Background: an optimization exercise with open tools, aiming at small area. Do not read the settings as production practice.
Function was checked by simulation only, so behaviour that the tests miss may differ from the original.
Power figures rest on the tool's default switching activity, not on a simulated workload.

## job 101
// lock
module lock(
    input clk,
    input rst,
    input btn0,
    input btn1,
    input [3:0] row,
    output [3:0] col,
    output rs,
    output e,
    output [7:0] data,
    output [15:0] led7_out,
    output [2:0] rgb,
    output lock_status,
    output eval
    );
Size in the first run: ~43 I/O pins.
==> flow/config.mk <==
export PLATFORM = sky130hd
export DESIGN_NAME = lock
export DESIGN_NICKNAME = lock
export VERILOG_FILES = /design/flow/design.v
export SDC_FILE = /design/flow/constraint.sdc
export NUM_CORES = 4
export LEC_CHECK = 0
export ABC_AREA = 1
export CAP_MARGIN = 20
export CORE_MARGIN = 2
export CORE_UTILIZATION = 70
export SLEW_MARGIN = 20
==> flow/constraint.sdc <==
create_clock -name core_clock -period 15.0 [get_ports {clk}]
set_input_delay 3.0000 -clock core_clock [delete_from_list [all_inputs] [get_ports {clk}]]
set_output_delay 3.0000 -clock core_clock [all_outputs]
set_load 0.01 [all_outputs]
standard.sh (not shown) runs the stock make flow with config.mk's settings and CLKGATE_MAP_FILE= SYNTH_SCRIPT=/design/flow/synth_recipe.tcl, a recipe that flattens the netlist after the stock synthesis.
==> flow/flow/run.sh <==
#!/bin/bash
# Layout flow: the standard synthesis, then its combinational logic
# re-mapped by Yosys/ABC with a stronger area script (registers, their
# names and cell types untouched), then the standard layout from floorplan
# to finish.
set -euo pipefail
W=$(pwd)
R=$W/orfs/results/$FLOW_PLATFORM/lock/base
YOSYS=$FLOW_HOME/../tools/install/yosys/bin/yosys
[ -x "$YOSYS" ] || YOSYS=yosys
LIB=$FLOW_HOME/platforms/$FLOW_PLATFORM/lib/sky130_fd_sc_hd__tt_025C_1v80.lib

# 1. standard synthesis
bash standard.sh synth > $W/1_standard_synth.log 2>&1

# 2. re-map the combinational logic
cp $R/1_2_yosys.v $W/1_2_yosys_standard.v
sed -e "s#@LIB@#$LIB#g" -e "s#@IN@#$W/1_2_yosys_standard.v#g" \
    -e "s#@OUT@#$W/1_2_yosys_remapped.v#g" -e "s#@ABC@#$W/flow/remap.abc#g" \
    $W/flow/remap.ys > $W/remap.ys
"$YOSYS" -s $W/remap.ys > $W/2_remap_yosys.log 2>&1
cp $W/1_2_yosys_remapped.v $R/1_2_yosys.v
rm -f $R/1_synth.odb $R/1_synth.sdc

# 3. standard layout from the re-mapped netlist
# clock tree: small buffers, no dummy loads
# port buffers: the smallest buffer
export BUFFER_PORTS_ARGS="-inputs -outputs -buffer_cell sky130_fd_sc_hd__buf_1"
export CTS_ARGS="-sink_clustering_enable -repair_clock_nets -dont_use_dummy_load -buf_list sky130_fd_sc_hd__clkbuf_8 -sink_clustering_size 16 -sink_clustering_max_diameter 80"
bash standard.sh > $W/3_standard_layout.log 2>&1
test -f $W/out/final.def
Other scripts of this flow, unchanged in this note and not shown: flow/flow/remap.abc, flow/flow/remap.ys
Job 101 did not stop at any stage, and its layout met the timing, design-rule and antenna checks.
Here is what was changed in the inputs of job 102 compared with job 101.
-- flow/design.v --
<<< job 101, line 582
    reg [3:0] ptr;       
    reg [1:0] ihi;       
    reg       rsr, er;
    reg [7:0] datar;
    assign rs = rsr;
    assign e = er;
    assign data = datar;
    wire [7:0] lcd_char;
    lock_lcd_text txt (.state(state), .eval(eval_r), .success(success),
                       .line(lstate == LCD_DATA_L1), .ptr(ptr), .char(lcd_char));
    wire [9:0] icnt = {ihi, ptr, slx};
    wire [3:0] slx_inc = inc(slx);
    wire [3:0] ptr_inc = inc(ptr);
>>> job 102, line 582
    reg [3:0] ptr;       
    reg [1:0] ihi;       
    reg [6:0] datar;
    wire [9:0] icnt = {ihi, ptr, slx};
    wire lcd_addr = (lstate == LCD_ADDR_L0 || lstate == LCD_ADDR_L1);
    wire lcd_data = (lstate == LCD_DATA_L0 || lstate == LCD_DATA_L1);
    wire lcd_fresh = (slx == 4'd0 && ptr == 4'd0);
    wire er = (lstate == LCD_INIT) ?
              ((icnt >= 10'd21 && icnt <= 10'd40) || (icnt >= 10'd51 && icnt <= 10'd70) ||
               (icnt >= 10'd101 && icnt <= 10'd120) || (icnt >= 10'd146 && icnt <= 10'd165) ||
               (icnt >= 10'd191 && icnt <= 10'd195) || (icnt >= 10'd516 && icnt <= 10'd535)) :
              (slx == 4'd11);
    wire rsr = (lcd_data && !lcd_fresh) || (lstate == LCD_IDLE) ||
               (lcd_addr && slx == 4'd0 && ptr == 4'd15);
    wire d7 = (lcd_addr && slx != 4'd0) || (lcd_data && lcd_fresh);
    assign rs = rsr;
    assign e = er;
    assign data = {d7, datar};
    wire [7:0] lcd_char;
    lock_lcd_text txt (.state(state), .eval(eval_r), .success(success),
                       .line(lstate == LCD_DATA_L1), .ptr(ptr), .char(lcd_char));
    wire [3:0] slx_inc = inc(slx);
    wire [3:0] ptr_inc = inc(ptr);
<<< job 101, line 601
            ptr <= 4'd0;
            ihi <= 2'd0;
            rsr <= 1'b0;
            er <= 1'b0;
            datar <= 8'd0;
        end
        else if (tick) begin
>>> job 102, line 611
            ptr <= 4'd0;
            ihi <= 2'd0;
            datar <= 7'd0;
        end
        else if (tick) begin
<<< job 101, line 614
                    end
                    case (icnt)
                        10'd16, 10'd46: begin rsr <= 1'b0; datar <= 8'h30; end
                        10'd96:  begin rsr <= 1'b0; datar <= 8'h38; end
                        10'd140: begin rsr <= 1'b0; datar <= 8'h0C; end
                        10'd185: begin rsr <= 1'b0; datar <= 8'h01; end
                        10'd510: begin rsr <= 1'b0; datar <= 8'h06; end
                        10'd20, 10'd50, 10'd100, 10'd145, 10'd190, 10'd515: er <= 1'b1;
                        10'd40, 10'd70, 10'd120, 10'd165, 10'd195, 10'd535: er <= 1'b0;
                        10'd600: begin
                            slx <= 4'd0;
>>> job 102, line 622
                    end
                    case (icnt)
                        10'd16, 10'd46: datar <= 7'h30;
                        10'd96:  datar <= 7'h38;
                        10'd140: datar <= 7'h0C;
                        10'd185: datar <= 7'h01;
                        10'd510: datar <= 7'h06;
                        10'd600: begin
                            slx <= 4'd0;
<<< job 101, line 632
                LCD_ADDR_L0, LCD_ADDR_L1, LCD_DATA_L0, LCD_DATA_L1: begin
                    slx <= slx_inc;
                    rsr <= (lstate == LCD_DATA_L0 || lstate == LCD_DATA_L1);
                    datar <= (lstate == LCD_ADDR_L0) ? 8'h80 :
                             (lstate == LCD_ADDR_L1) ? 8'hC0 : lcd_char;
                    if (slx == 4'd10) er <= 1'b1;
                    else if (slx == 4'd11) er <= 1'b0;
                    else if (slx == 4'd12) begin
                        slx <= 4'd0;
                        case (lstate)
>>> job 102, line 638
                LCD_ADDR_L0, LCD_ADDR_L1, LCD_DATA_L0, LCD_DATA_L1: begin
                    slx <= slx_inc;
                    datar <= (lstate == LCD_ADDR_L0) ? 7'h00 :
                             (lstate == LCD_ADDR_L1) ? 7'h40 : lcd_char[6:0];
                    if (slx == 4'd12) begin
                        slx <= 4'd0;
                        case (lstate)
[summary]
Job 102 vs job 101: flip-flop and latch count down. Tap cell count: job 102 vs job 101 down 5. NOTE static leakage job 101->job 102 increased slightly. On combinational group share of total power, job 102 and job 101 are neck and neck. Job 102 does better than job 101 on internal power component. Summary of job 102 over job 101: worst hold path depth rose by 1; area growth from synthesis to layout stayed essentially flat; setup slack fell by 1.92 ns; number of cells on the critical path rose by 9.

## afterwards: timing with drivers on the ports
In the flow no input, the clock included, has a driving cell. The finished layouts below were timed again as built, in two steps. Step 1: set_driving_cell puts a clkbuf_16 on clk and a buf_2 on each other input, an assumption about the parent block. Step 2 moves the port delays by t, midway between the first and last clock arrival at a register: inputs arrive t later, outputs are due t later. That takes back most of the time a late clock gives input paths. Three values: ideal, step 1, step 2; two values: the first two.
run | t, ns | setup slack, ns | worst register clock-pin slew, ns
job 101 | 0.558 | 9.897 / 9.920 / 9.362 | 0.10 / 0.10
job 102 | 0.572 | 7.976 / 7.992 / 7.420 | 0.11 / 0.11
After both steps every run listed still meets setup and hold. The setup slack of job 102, which loses most, moves by +0.016 ns with the drivers and by -0.556 ns with both steps.
